Background: an optimization exercise with open tools, aiming at small area, a short achievable clock period and few clock cycles per item. Do not read the settings as production practice. In this exercise RTL edits were held to simulation tests only and were not proved equivalent to the original. Power and IR drop assume default switching activity.

### design/flow/config.mk
export PLATFORM = sky130hd
export DESIGN_NAME = DIVIDER_wrapper
export DESIGN_NICKNAME = DIVIDER_wrapper
export VERILOG_FILES = /design/flow/design.v
export SDC_FILE = /design/flow/constraint.sdc
export NUM_CORES = 4
export LEC_CHECK = 0
export CAP_MARGIN = 20
export CORE_MARGIN = 2
export CORE_UTILIZATION = 40
export SLEW_MARGIN = 20
### design/flow/constraint.sdc
create_clock -name core_clock -period 10.0 [get_ports {clk}]
set_input_delay 2.0000 -clock core_clock [delete_from_list [all_inputs] [get_ports {clk}]]
set_output_delay 2.0000 -clock core_clock [all_outputs]
set_load 0.01 [all_outputs]
### design/flow/design.v
module DIVIDER (
    input logic [31:0] nume, den, 
    input en, clk, clr,
    output logic [31:0] quotient, remainder,
    output reg done, busy
);
logic [63:0] DEN, NEXT_DEN, NEXT_NUME, NUME;  
logic [31:0] NEXT_q, current_q ; 
logic [5:0]  NEXT_counter, counter; 
logic NEXT_done, current_done, check, running; 
assign busy = ~current_done; 
assign done = current_done; 
assign quotient = current_q; 
assign remainder = NUME[31:0]; 
always_ff @(posedge clk)begin 
    if(clr)begin 
        counter <= 0; 
        current_done <= 1; 
    end 
    else if(en && current_done)begin 
        current_done <= 0; 
        counter <= 0;  
        current_q <= NEXT_q; 
        NUME <= {32'b0, nume}; 
        DEN <= {den, 32'b0}; 
    end 
    else if(~current_done)begin 
        DEN <= NEXT_DEN; 
        NUME <= NEXT_NUME; 
        current_done <= NEXT_done; 
        current_q <= NEXT_q; 
        counter <= NEXT_counter; 
    end 
end 
always_comb begin 
    NEXT_done = 1; 
    NEXT_counter = 0; 
    NEXT_NUME = 0;  
    NEXT_DEN = 0; 
    NEXT_q = 0; 
    if(~current_done)begin 
        if(counter == 0)begin 
            case (den)
                0: begin 
                    NEXT_DEN = {32'b0,32'hffffffff};
                    NEXT_NUME ={32'b0, nume};
                    NEXT_q = 32'hffffffff;
                    NEXT_done = 1; 
                end
                1: begin 
                    NEXT_NUME =  64'b0;
                    NEXT_q = nume;
                    NEXT_done = 1;
                end
                2: begin 
                    NEXT_NUME = {63'b0,nume[0]};
                    NEXT_q = nume >> 1;
                    NEXT_done = 1;
                end
                4: begin 
                    NEXT_NUME = {62'b0,nume[1:0]};
                    NEXT_q = nume >> 2;
                    NEXT_done = 1;
                end
                8: begin 
                    NEXT_NUME = {61'b0,nume[2:0]};
                    NEXT_q = nume >> 3;
                    NEXT_done = 1;
                end
                default: begin 
                    NEXT_DEN = DEN >> 1;
                    NEXT_q = current_q << 1; 
                    if(NUME >= DEN)begin 
                        NEXT_NUME = NUME - DEN; 
                        NEXT_q[0] = 1; 
                    end 
                    else begin 
                        NEXT_NUME = NUME; 
                    end 
                    NEXT_counter = counter +1; 
                    NEXT_done = 0; 
                end 
            endcase
        end
        else begin 
            NEXT_DEN = DEN >> 1;
            NEXT_q = current_q << 1; 
            if(NUME >= DEN)begin 
                NEXT_NUME = NUME - DEN; 
                NEXT_q[0] = 1; 
            end 
            else begin 
                NEXT_NUME = NUME; 
            end 
            NEXT_counter = counter +1; 
            if(counter != 32)begin 
                NEXT_done = 0; 
            end 
        end 
    end 
end 
endmodule
module DIVIDER_wrapper(
    input clk, go, clr,
    input [1:0] func3,  
    input [31:0] rs1, rs2, 
    output done, 
    output logic [31:0] rd); 
    logic error, en, r_done, busy; 
    wire w_done; 
    wire [31:0] quotient, remainder; 
    logic [31:0] nume, den;
    DIVIDER divider(.nume(nume), 
                    .den(den),  
                    .en(en), 
                    .clk(clk), 
                    .clr(clr), 
                    .quotient(quotient), 
                    .remainder(remainder), 
                    .done(w_done),
                    .busy(busy)); 
    assign done = r_done; 
    logic neg_q, neg_r, is_rem; 
    always_ff@(posedge clk) begin 
        if(clr)begin 
            en <= 0; 
            r_done <= 1; 
        end 
        else begin 
            en <= 0; 
            if(go && r_done)begin 
                if(~func3[0])begin 
                    nume <= rs1[31] ? ~rs1 + 1: rs1; 
                    den <= rs2[31] ? ~rs2 + 1: rs2; 
                end 
                else begin 
                    nume <= rs1; 
                    den <= rs2; 
                end 
                neg_q <= ~func3[0] && (rs1[31]^rs2[31]) && (rs2 != 0); 
                neg_r <= ~func3[0] && rs1[31]; 
                is_rem <= func3[1]; 
                en <= 1; 
                r_done <= 0; 
            end 
            else if(~r_done && ~en && w_done)begin 
                if(is_rem)begin   
                    rd <= neg_r ? ~remainder + 1 : remainder; 
                end 
                else begin 
                    rd <= neg_q ? ~quotient + 1 : quotient; 
                end 
                r_done <= 1; 
            end 
        end 
    end 
endmodule 
### design/flow/run.sh
#!/bin/bash
# synth_recipe.tcl (not shown) runs the flow's synth.tcl, then flattens the netlist and writes it again
# the make line also repeats each setting of config.mk as NAME=value (left out here)
make -C /OpenROAD-flow-scripts/flow DESIGN_CONFIG=/design/flow/config.mk WORK_HOME=/design/flow/orfs CLKGATE_MAP_FILE= SYNTH_SCRIPT=/design/flow/synth_recipe.tcl finish
==> results.tsv, run 1 <==
stage	metric	value	unit
place	pre-CTS WS	4.90	ns
cts	H-Tree Depth	1	
cts	CTS root buffer	clkbuf_16	
final_layout	cell area after layout	20900	µm²
timing	relative slew slack	27.3	%
critical_path	Critical Path Start Type	flip-flop	
run_status	status	no timing/DRC/antenna violations	
detailed_routing	Avg WL per Cell	19.6	µm
synth	top-area cell type share of the netlist area	42.6	%
place	Final Wtd Congestion	0.926	
timing	worst hold margin	0.506	ns
pwr	Worst VDD drop	125	µV
floorplanning	Die Area	47300	µm²
global_route	Tot GR Track Use	21.2	%
synth	simple-gate share of the synthesized area	15.1	%
cts	Worst-Skew Late Latency	0.58	ns
global_route	vias in the first global route	14260	
floorplanning	core area	45200	µm²
detailed_routing	Iteration-0 DRC Markers	1706	
cts	clock sinks	268	
global_route	global-route wire length before repair	80200	µm
cts	number of CTS-inserted buffers	30	
cts	clock slew at reported path FFs	0.06	ns
detailed_routing	vias per inst	5.91	
synth	top post-synthesis cells by area	edfxtp_1 (43%), ha_1 (4.8%), a21oi_1 (4.6%)	
global_route	GR Overflow Total	0	
synth	Synth Area per Inst	9.43	µm²
synth	post-synthesis mux area share	1.92	%
final_layout	Finished Core Util	46.2	%
timing	Final Worst Setup Slack	5.26	ns
place	DP Area	19700	µm²
synth	sequential share of the synthesized area	43.6	%
job	max cap viols	0	
floorplanning	initial core utilization	40.4	%
final_layout	ANT cells	0	
hold_path	Worst Hold Class	flip-flop to flip-flop	
synth	cell taking the most area after synthesis	edfxtp_1	
pwr	Sequential Power Share	41.5	%
pwr	switch share	27.9	%
synth	synth warn	4	
synth	Post-Synth XOR/XNOR Area	8.21	%
timing	unrepaired setup endpoints after global routing	false	
floorplanning	die span in x	218	µm
critical_path	crit path kind	flip-flop to flip-flop	
synth	compound-cell area share of the yosys netlist	21.4	%
timing	TNS Setup	0	ns
detailed_routing	via count	15355	
timing	Slew @ Worst Pin	1.09	ns
place	Placed Cells incl. Taps	2544	
cts	quantity of hold-fixing buffers added after cts	0	
place	IO Port Bufs	101	
pwr	Pleak	7.60	nW
synth	synth cell count leaders	edfxtp_1 (259), nand2_1 (204), a21oi_1 (166), nor2_1 (128), o21ai_0 (116)	
pwr	P_sw	0.931	mW
synth	EDFF count, synth	259	
floorplanning	# rows	78	
detailed_routing	detailed-route DRC error count	0	
pwr	pwr dens	160	nW/µm²
pwr	Clock power frac	38.6	%
critical_path	Worst Path Arrival	5.03	ns
timing	f_max	211	MHz
synth	Syn Std Cell Area	18200	µm²
timing	Setup Skew	0.0133	ns
cts	Post-CTS Setup Bufs	0	
synth	syn nets	2075	
detailed_routing	Post-DRT Antenna Nets	0	
synth	Post-Syn Instances	1935	
floorplanning	I/O Pins	102	
pwr	Combinational Power Share	19.8	%
timing	max-slew violation count	0	
timing	# setup viols final	0	
global_route	met2 Use GR	30.4	%
global_route	met3 usage	2.79	%
timing	Final min period	4.74	ns
global_route	initial antenna violation count	0	
critical_path	nature of the critical path endpoint	flip-flop	
synth	dominant cell by count in the synthesized netlist	edfxtp_1	
synth	Synth cell types	88	
pwr	Design Power	3.33	mW
synth	largest family of logic cells by synthesized area	compound AO/OA/AOI/OAI gates	
final_layout	area delta synth->final	14.5	%
synth	asr flop ratio synth	0	%
timing	final hold vios	0	
detailed_routing	drt first pass iters	10	
final_layout	Finished Layout Cells	2600	
synth	adder-cell share of the synthesized area	4.91	%
synth	prevailing post-synth register cell	edfxtp_1	
timing	crit share post-route	47.4	%
detailed_routing	drt total wl	51000	µm
critical_path	CP Max Fanout	44	
cts	CTS Buffer Depth	3	
final_layout	Final #Nets	2116	
floorplanning	Chip Height	218	µm
cts	cts repair resizes	0	
global_route	global-route met1 utilization	32.6	%
global_route	largest net degree at the start of global routing	88	
pwr	Int Power	2.40	mW
cts	CTS tree	yes	
final_layout	layout cells sized above 1	5.35	%
place	DP HPWL	37300	µm
synth	Yosys reg bits	268	
global_route	GRT busiest layer	met1	
critical_path	Worst Path Required	10.29	ns
==> flip-flops by register name, indices dropped and copies added, names as in the netlist, 6 cells and up <==
name / cells
divider.DEN: 64
divider.current_q: 32
rd: 32
divider.counter: 6
nume: 32
divider.NUME: 64
den: 32
==> area by class of cell <==
type	instances	area [µm²]
inverters	111	417
flip-flops and latches	268	7960
fillers	4255	24300
repair buffers	119	1150
well taps	600	751
clock buffers	33	783
multi-input cells	1446	9460
clock inverters	23	368
==> layer usage <==
| layer | wire, µm | share of wire, % |
|---|---|---|
| met1 | 24500 | 48 |
| met2 | 21200 | 42 |
| met3 | 3740 | 7.3 |
| met4 | 1600 | 3.1 |
| met5 | 0 | 0 |
==> cell usage in the layout, fill, tap and decap left out, types with 29 or more instances in the layout <==
cell / instances
inv_1: 111
a211oi_1: 32
nand3_1: 38
clkdlybuf4s50_1: 101
clkbuf_16: 31
ha_1: 70
xor2_1: 86
a21o_1: 36
edfxtp_1: 259
xnor2_1: 85
o31ai_1: 55
o21ai_1: 49
mux2i_1: 35
nor3_1: 32
o21ai_0: 116
nor2_1: 126
a21oi_1: 165
a222oi_1: 29
nand2_1: 203
==> power by group through the flow <==
stage,clock network (mW),logic (mW),registers [mW]
after floorplan,0,0.465,1.39
after global placement,0,0.643,1.40
after detailed placement,0,0.649,1.41
after CTS,1.31,0.653,1.38
after global routing,1.36,0.729,1.39
final,1.29,0.661,1.38
==> final timing paths <==
kind | from | end | slack [ns] | cells after the start
worst max-delay path | divider.NUME[0] | divider.NUME[18] | 5.26 | 13
worst min-delay path | r_done | r_done | 0.51 | 2
worst max register to register | divider.NUME[0] | divider.NUME[18] | 5.26 | 13
worst min register to register | r_done | r_done | 0.51 | 2
==> cell families (layout without fill, tap and decap cells) <==
logic type | Yosys count | count (layout)
buffers and inverters | 221 | 286
muxes | 35 | 35
DFF | 268 | 268
AOI/OAI and AO/OA | 602 | 602
and+or+nand+nor | 567 | 567
xor gates and xnor gates | 171 | 171
adders and majority gates | 71 | 71
==> critical path: stages (launching register included) <==
cell	delay, ns
edfxtp_1	0.41
inv_1	0.10
ha_1	0.23
fa_1	0.40
and2b_1	0.26
o2111ai_2	0.14
and4b_1	0.25
o31ai_4	0.39
a211oi_4	0.18
a31oi_4	0.34
or2_2	0.76
buf_4	0.58
mux2i_1	0.30
o21ai_1	0.08
Testbench counts, summed over its fixed seeds: cycles 105,984, items 3,200.
==> inputs of run 2 (changes only) <==
==> design/flow/design.v (replaced) <==
module DIVIDER (
    input  logic        clk, clr, go,
    input  logic [1:0]  func3,
    input  logic [31:0] rs1, rs2,
    output logic        done,
    output logic [31:0] rd
);
localparam logic [1:0] S_PREP = 2'd0, S_ITER = 2'd1, S_FIN = 2'd2;
logic [1:0]  state;
logic        done_r;
logic [31:0] R, B, Q;
logic [4:0]  cnt;
logic        neg_q, neg_r, is_rem;
assign done = done_r;
assign rd   = is_rem ? R : Q;
function automatic [5:0] clz32(input [31:0] x);
    integer i;
    clz32 = 6'd32;
    for (i = 0; i < 32; i = i + 1)
        if (x[i]) clz32 = 6'd31 - i[5:0];
endfunction
logic        sgn;
logic [31:0] abs_a, abs_b;
assign sgn   = ~func3[0];
assign abs_a = (sgn & rs1[31]) ? -rs1 : rs1;
assign abs_b = (sgn & rs2[31]) ? -rs2 : rs2;
logic [5:0]  za, zb;
logic [5:0]  dd;
logic        b_zero, short_op;
assign za      = clz32(R);
assign zb      = clz32(B);
assign dd      = zb - za;
assign b_zero  = zb[5];
assign short_op = b_zero | (zb < za);
logic [32:0] diff;
logic        qbit;
assign diff = {1'b0, R} - {1'b0, B};
assign qbit = ~diff[32];
logic [31:0] negx;
assign negx = -(is_rem ? R : Q);
logic need_neg;
assign need_neg = is_rem ? neg_r : neg_q;
always_ff @(posedge clk) begin
    if (clr) begin
        done_r <= 1'b1;
        state  <= S_PREP;
    end else if (done_r) begin
        if (go) begin
            R      <= abs_a;
            B      <= abs_b;
            is_rem <= func3[1];
            neg_r  <= sgn & rs1[31];
            neg_q  <= sgn & (rs1[31] ^ rs2[31]) & (rs2 != 32'b0);
            state  <= S_PREP;
            done_r <= 1'b0;
        end
    end else begin
        case (state)
        S_PREP: begin
            if (short_op) begin
                Q <= {32{b_zero}};
                if (is_rem & neg_r) state <= S_FIN;
                else done_r <= 1'b1;
            end else begin
                B     <= B << dd[4:0];
                cnt   <= dd[4:0];
                Q     <= 32'b0;
                state <= S_ITER;
            end
        end
        S_ITER: begin
            if (qbit) R <= diff[31:0];
            Q   <= {Q[30:0], qbit};
            B   <= B >> 1;
            cnt <= cnt - 5'd1;
            if (cnt == 5'd0) begin
                if (need_neg) state <= S_FIN;
                else done_r <= 1'b1;
            end
        end
        default: begin
            if (is_rem) R <= negx;
            else        Q <= negx;
            done_r <= 1'b1;
        end
        endcase
    end
end
endmodule
module DIVIDER_wrapper(
    input clk, go, clr,
    input [1:0] func3,
    input [31:0] rs1, rs2,
    output done,
    output logic [31:0] rd);
    DIVIDER divider(.clk(clk), .clr(clr), .go(go), .func3(func3),
                    .rs1(rs1), .rs2(rs2), .done(done), .rd(rd));
endmodule
--- a/design/flow/config.mk
+++ b/design/flow/config.mk
@@ -7,2 +7,3 @@
 export LEC_CHECK = 0
+export ABC_CLOCK_PERIOD_IN_PS = 3000
 export CAP_MARGIN = 20
@@ -10,2 +11,3 @@
 export CORE_UTILIZATION = 40
+export SETUP_SLACK_MARGIN = 5
 export SLEW_MARGIN = 20
==> results.tsv, run 2 <==
stage	metric	value	unit	change
detailed_routing	Post-DRT Antenna Nets	0		unchanged
synth	post-synthesis mux area share	12.5	%	+11 points
cts	clock sinks	107		-60%
detailed_routing	vias per inst	5.96		+0.95%
timing	Slew @ Worst Pin	0.960	ns	-0.130 ns
synth	adder-cell share of the synthesized area	5.03	%	+0.12 points
synth	dominant cell by count in the synthesized netlist	a21oi_1		
detailed_routing	via count	10803		-30%
synth	simple-gate share of the synthesized area	17.4	%	+2.4 points
synth	top-area cell type share of the netlist area	27.1	%	-15 points
pwr	Worst VDD drop	95.4	µV	-24%
place	DP HPWL	27300	µm	-27%
critical_path	nature of the critical path endpoint	flip-flop		
detailed_routing	drt first pass iters	5		-5
global_route	GR Overflow Total	0		unchanged
timing	Final min period	4.77	ns	+0.0298 ns
floorplanning	Die Area	30100	µm²	-36%
place	pre-CTS WS	4.70	ns	-0.205 ns
final_layout	most common cell after layout, fill and taps aside	a21oi_1		
timing	final hold vios	0		unchanged
synth	asr flop ratio synth	0	%	unchanged
cts	clock slew at reported path FFs	0.09	ns	+0.03 ns
final_layout	Regs by FF count	divider.B x32, divider.Q x32, divider.R x32		
synth	synth cell count leaders	a21oi_1 (145), nor2_1 (128), nand2_1 (117), edfxtp_1 (104), o21ai_0 (96)		
cts	CTS Buffer Depth	2		-1
synth	syn nets	1477		-29%
job	max cap viols	0		unchanged
final_layout	ANT cells	0		unchanged
global_route	global-route wire length before repair	58500	µm	-27%
synth	prevailing post-synth register cell	edfxtp_1		
hold_path	Worst Hold Class	flip-flop to flip-flop		
synth	Synth Area per Inst	8.44	µm²	-11%
final_layout	Final #Nets	1537		-27%
final_layout	commonest non-fill, non-tap cells in the layout	a21oi_1 (141), nor2_1 (125), nand2_1 (117)		
timing	Setup Skew	0.0149	ns	+0.00166 ns
place	Placed Cells incl. Taps	1786		-30%
cts	CTS root buffer	clkbuf_16		
timing	Final Worst Setup Slack	5.23	ns	-0.0298 ns
synth	EDFF count, synth	104		-60%
floorplanning	I/O Pins	102		unchanged
synth	Syn Std Cell Area	11500	µm²	-37%
synth	synth warn	1		-3
synth	top post-synthesis cells by area	edfxtp_1 (27%), a21oi_1 (6.3%), xor2_1 (4.9%)		
synth	sequential share of the synthesized area	27.7	%	-16 points
timing	max-slew violation count	0		unchanged
critical_path	Critical Path Start Type	input port		
floorplanning	# rows	62		-21%
synth	cell taking the most area after synthesis	edfxtp_1		
global_route	Tot GR Track Use	24.2	%	+3.0 points
cts	H-Tree Depth	3		+2
global_route	vias in the first global route	10449		-27%
place	Final Wtd Congestion	0.945		+2.0%
pwr	pwr dens	173	nW/µm²	+8.3%
cts	Worst-Skew Late Latency	0.37	ns	-0.21 ns
synth	Post-Syn Instances	1363		-30%
floorplanning	core area	28500	µm²	-37%
critical_path	crit path kind	input port to flip-flop		
synth	largest family of logic cells by synthesized area	compound AO/OA/AOI/OAI gates		
cts	CTS tree	yes		
synth	Yosys reg bits	107		-60%
detailed_routing	drt total wl	36900	µm	-28%
critical_path	Worst Path Arrival	4.90	ns	-0.13 ns
place	IO Port Bufs	101		unchanged
floorplanning	die span in x	174	µm	-20%
final_layout	Register Area	3190	µm²	-60%
timing	# setup viols final	0		unchanged
floorplanning	Chip Height	174	µm	-20%
run_status	status	no timing/DRC/antenna violations		
synth	compound-cell area share of the yosys netlist	23.2	%	+1.8 points
timing	unrepaired setup endpoints after global routing	false		
final_layout	area delta synth->final	15.7	%	
critical_path	CP Max Fanout	4		-91%
global_route	largest net degree at the start of global routing	65		-26%
final_layout	Finished Layout Cells	1812		-30%
detailed_routing	Iteration-0 DRC Markers	982		-42%
detailed_routing	detailed-route DRC error count	0		unchanged
critical_path	Worst Path Required	10.13	ns	-0.16 ns
timing	relative slew slack	35.9	%	+8.6 points
floorplanning	initial core utilization	40.3	%	-0.087 points
pwr	Pleak	4.85	nW	-36%
synth	Synth cell types	82		-6.8%
timing	f_max	210	MHz	-0.63%
final_layout	Fill cells	2865		-33%
timing	TNS Setup	0	ns	unchanged
detailed_routing	Avg WL per Cell	20.4	µm	+3.7%
final_layout	layout cells sized above 1	9.73	%	+4.4 points
final_layout	area of the multi-input gates	7840	µm²	-17%
cts	number of CTS-inserted buffers	9		-70%
timing	crit share post-route	47.7	%	+0.30 points
global_route	initial antenna violation count	0		unchanged
synth	Post-Synth XOR/XNOR Area	8.90	%	+0.69 points
-- run 2: logic make-up after synthesis --
| kind of cell | Yosys count |
|---|---|
| flops | 107 |
| mux | 110 |
| compound gates | 424 |
| buf+inv | 148 |
| xor+xnor | 116 |
| simple gates | 413 |
| fa+ha+maj | 45 |
-- run 2: area by class of cell --
cell class              count  share of cell area [%]
repair buffers            126                    9.29
multi-input cells        1108                    58.9
clock buffers               9                    1.69
clock inverters             7                   0.527
well taps                 384                    3.61
inverters                  71                    2.00
flip-flops and latches    107                    24.0
-- run 2: routing by layer --
metal	vias to the layer above	part of all wire [%]	global-route usage, %
li1	5232	-	-
met1	5174	43	32.1
met2	362	50	42.0
met4	0	1.5	5.15
met5	-	0	0
met3	35	6.0	3.36
-- run 2: power by group --
group          internal, mW  switching, mW  leakage, nW
clock                 0.177          0.201        0.142
combinational         0.551          0.717         3.71
sequential            0.570         0.0840         1.00
total                  1.30           1.00         4.85
-- run 2: what timing repair did --
item                                    in CTS  in global routing
buffers inserted                             0                  9
pin swaps                                    0                  2
hold buffers                                 0                  0
resized for setup                            2                 18
cloned                                       0                  1
endpoints found under the setup margin      20                 65
-- run 2: worst max-delay path, cell delays in order --
cell	delay [ns]
clkdlybuf4s50_1	0.46
nor4_1	0.41
or4b_2	0.70
nor3_1	0.38
nand2_1	0.17
nor2_1	0.22
a21oi_1	0.10
xor2_1	0.19
mux2_2	0.27
-- run 2: metrics by stage --
step / instance area, µm² / utilization (%) / hold slack, ns / power [mW]
detailed placement: 12800 / 45.0 / 0.577 / 1.87
global placement: 12800 / 45.0 / 0.591 / 1.87
finish: 13300 / 46.6 / 0.595 / 2.30
global route: 13300 / 46.6 / 0.627 / 2.43
CTS: 13100 / 46.0 / 0.597 / 2.25
floorplan: 11500 / - / 0.578 / 1.52
-- run 2: final timing paths --
path	start	to	slack (ns)	cells past startpoint
worst min register to register	divider.state[1]	divider.done_r	0.59	2
worst max-delay path	rs2[8]	divider.B[30]	5.23	9
worst min-delay path	divider.state[1]	divider.done_r	0.59	2
worst max register to register	divider.B[3]	divider.B[27]	5.26	15
Testbench counts of run 2, summed over its fixed seeds: cycles 36,209, items 3,200.
==> inputs of run 3 (changes only) <==
--- a/design/flow/config.mk
+++ b/design/flow/config.mk
@@ -7,3 +7,2 @@
 export LEC_CHECK = 0
-export ABC_CLOCK_PERIOD_IN_PS = 3000
 export CAP_MARGIN = 20
@@ -11,3 +10,2 @@
 export CORE_UTILIZATION = 40
-export SETUP_SLACK_MARGIN = 5
 export SLEW_MARGIN = 20
==> results.tsv, run 3 <==
stage	metric	value	unit	change
run_status	status	no timing/DRC/antenna violations		
critical_path	Reg2Reg Launch Point	divider.B[1]		
pwr	Worst VDD drop	122	µV	+28%
global_route	Tot GR Track Use	24.1	%	-0.075 points
timing	# setup viols final	0		unchanged
timing	TNS Setup	0	ns	unchanged
synth	synth cell count leaders	a21oi_1 (145), nor2_1 (128), nand2_1 (117), edfxtp_1 (104), o21ai_0 (96)		
synth	Synth Area per Inst	8.44	µm²	unchanged
detailed_routing	Avg WL per Cell	20.5	µm	+0.63%
final_layout	Register Area	3190	µm²	unchanged
final_layout	area of the multi-input gates	7780	µm²	-0.75%
detailed_routing	drt first pass iters	5		unchanged
synth	post-synthesis mux area share	12.5	%	unchanged
cts	CTS root buffer	clkbuf_16		
floorplanning	Die Area	30100	µm²	unchanged
cts	clock slew at reported path FFs	0.08	ns	about the same
timing	f_max	190	MHz	-9.2%
synth	top post-synthesis cells by area	edfxtp_1 (27%), a21oi_1 (6.3%), xor2_1 (4.9%)		
cts	cts repair resizes	0		-2
cts	clock sinks	107		unchanged
synth	adder-cell share of the synthesized area	5.03	%	unchanged
timing	unrepaired setup endpoints after global routing	false		
timing	crit share post-route	52.5	%	+4.8 points
synth	cell taking the most area after synthesis	edfxtp_1		
floorplanning	Chip Height	174	µm	unchanged
timing	Setup Skew	0.0150	ns	+0.0000380 ns
final_layout	Finished Core Util	46.2	%	-0.45 points
final_layout	area delta synth->final	14.5	%	
job	max cap viols	0		unchanged
place	DP HPWL	27500	µm	+0.55%
critical_path	CP Max Fanout	14		+10
global_route	GR Overflow Total	0		unchanged
synth	simple-gate share of the synthesized area	17.4	%	unchanged
final_layout	layout cells sized above 1	8.32	%	-1.4 points
cts	CTS Buffer Depth	2		unchanged
detailed_routing	vias per inst	6.01		+0.78%
critical_path	crit path kind	flip-flop to flip-flop		
synth	top-area cell type share of the netlist area	27.1	%	unchanged
final_layout	Finished Layout Cells	1803		-0.50%
synth	largest family of logic cells by synthesized area	compound AO/OA/AOI/OAI gates		
cts	number of CTS-inserted buffers	9		unchanged
critical_path	Worst Path Required	10.12	ns	about the same
floorplanning	I/O Pins	102		unchanged
cts	Worst-Skew Late Latency	0.37	ns	about the same
synth	prevailing post-synth register cell	edfxtp_1		
final_layout	Final #Nets	1528		-0.59%
synth	EDFF count, synth	104		unchanged
place	pre-CTS WS	4.76	ns	+0.0566 ns
final_layout	most common cell after layout, fill and taps aside	a21oi_1		
detailed_routing	Iteration-0 DRC Markers	973		-0.92%
synth	sequential share of the synthesized area	27.7	%	unchanged
cts	quantity of hold-fixing buffers added after cts	0		unchanged
place	Placed Cells incl. Taps	1787		+0.056%
synth	asr flop ratio synth	0	%	unchanged
final_layout	ANT cells	0		unchanged
hold_path	Hold Path Stages	2		unchanged
timing	worst hold margin	0.599	ns	+0.00434 ns
global_route	initial antenna violation count	0		unchanged
final_layout	commonest non-fill, non-tap cells in the layout	a21oi_1 (144), nor2_1 (127), nand2_1 (117)		
hold_path	Hold Startpoint	divider.state[1]		
critical_path	nature of the critical path endpoint	flip-flop		
synth	Syn Std Cell Area	11500	µm²	unchanged
timing	Final min period	5.25	ns	+0.483 ns
global_route	largest net degree at the start of global routing	67		+3.1%
critical_path	Critical Path Start Type	flip-flop		
detailed_routing	detailed-route DRC error count	0		unchanged
floorplanning	initial core utilization	40.3	%	unchanged
cts	H-Tree Depth	3		unchanged
synth	dominant cell by count in the synthesized netlist	a21oi_1		
critical_path	Worst Path Arrival	5.37	ns	+0.47 ns
timing	relative slew slack	25.4	%	-10 points
detailed_routing	Post-DRT Antenna Nets	0		unchanged
timing	final hold vios	0		unchanged
synth	compound-cell area share of the yosys netlist	23.2	%	unchanged
global_route	vias in the first global route	10528		+0.76%
place	Final Wtd Congestion	0.917		-2.9%
timing	Final Worst Setup Slack	4.75	ns	-0.483 ns
synth	Yosys reg bits	107		unchanged
cts	Post-CTS Setup Bufs	0		unchanged
floorplanning	die span in x	174	µm	unchanged
timing	Slew @ Worst Pin	1.12	ns	+0.155 ns
synth	syn nets	1477		unchanged
floorplanning	# rows	62		unchanged
critical_path	R2R depth	17		+2
synth	synth warn	1		unchanged
floorplanning	core area	28500	µm²	unchanged
detailed_routing	drt total wl	36900	µm	+0.13%
pwr	pwr dens	174	nW/µm²	+0.93%
synth	Post-Synth XOR/XNOR Area	8.90	%	unchanged
synth	Synth cell types	82		unchanged
synth	Post-Syn Instances	1363		unchanged
final_layout	Fill cells	2838		-0.94%
final_layout	Regs by FF count	divider.B x32, divider.Q x32, divider.R x32		
global_route	global-route wire length before repair	58100	µm	-0.67%
hold_path	Worst Hold Class	flip-flop to flip-flop		
place	IO Port Bufs	101		unchanged
pwr	Pleak	4.80	nW	-1.1%
detailed_routing	via count	10833		+0.28%
timing	max-slew violation count	0		unchanged
critical_path	CP startpoint	divider.B[1]		
cts	CTS tree	yes		
## run 3: cell type report
type / count / area share [%]
Clock buffer: 9 / 1.71
Clock inverter: 7 / 0.807
Inverter: 71 / 2.02
Multi-Input combinational cell: 1108 / 59.0
Sequential cell: 107 / 24.2
Tap cell: 384 / 3.65
Timing Repair Buffer: 117 / 8.58
## run 3: worst paths after layout
| path | endpoint | slack, ns |
|---|---|---|
| setup reg to reg | divider.B[31] | 4.75 |
| setup / recovery | divider.B[31] | 4.75 |
| hold reg to reg | divider.state[1] | 0.60 |
| hold / removal | divider.state[1] | 0.60 |
## run 3: metrics by stage
step	cell area, µm²	total power, mW
finish	13200	2.30
global route	13200	2.44
floorplan	11500	1.52
CTS	13200	2.29
global placement	12800	1.87
detailed placement	12800	1.87
## run 3: power by group
group / total (mW) / internal (mW) / switching (mW)
logic: 1.23 / 0.524 / 0.701
registers: 0.655 / 0.570 / 0.0856
clock network: 0.418 / 0.225 / 0.193
## run 3: per-layer routing
metal / routed length, µm / vias up / global-route usage (%)
met5: 0 / - / 0
met4: 654 / 0 / 6.06
met3: 1990 / 51 / 3.44
met2: 18100 / 362 / 41.5
met1: 16200 / 5213 / 31.9
li1: - / 5207 / -
## run 3: worst max-delay path, stage by stage, from the launching register on
cell and delay, ns:
edfxtp_1 0.53, nor2_1 0.17, o311ai_0 0.12, a311oi_1 0.34, o31ai_1 0.10, a211oi_1 0.35, o311ai_0 0.18, a311o_1 0.40
a21oi_1 0.19, fa_1 0.32, nor2b_1 0.07, o21ai_0 0.23, nand3_1 0.10, nor2b_1 0.13, buf_4 0.20, nor2_1 0.72
nand2_1 0.50, o21a_1 0.34
## run 3: kinds of logic (layout without fill, tap and decap cells)
family,Yosys count,after routing
adder cells (fa/ha/maj),45,45
buffers and inverters,148,204
multiplexers,110,110
XOR/XNOR,116,116
AO/OA/AOI/OAI,424,424
AND/OR/NAND/NOR,413,413
flip-flops,107,107

==> re-timing with driven ports <==
The results above use ideal ports. As a check the final layouts listed here were re-extracted and re-timed, cells and wires unchanged. Step 1 (the two cells are an assumption about what drives the block):
set clk [get_ports {clk}]
set_driving_cell -lib_cell sky130_fd_sc_hd__clkbuf_16 $clk
set_driving_cell -lib_cell sky130_fd_sc_hd__buf_2 [delete_from_list [all_inputs] $clk]
Step 2 also shifts input and output timing later by t, the mid clock arrival at the registers, as if the neighbouring blocks saw the same clock. a / b / c = no drivers / after step 1 / after step 2; a / b = the first two.
run	t (ns)	slack for setup (ns)	worst setup path after step 2	clock arrival spread, ns
run 1	0.628	5.263 / 5.263 / 4.874	input to register	0.013 / 0.014
run 2	0.416	5.234 / 5.257 / 4.842	input to register	0.015 / 0.015
run 3	0.412	4.750 / 4.750 / 4.676	input to register	0.015 / 0.015
After both steps setup and hold are still met in every run listed. For run 2, which loses most, drivers alone change the setup slack by +0.023 ns; drivers and shift together by -0.392 ns.
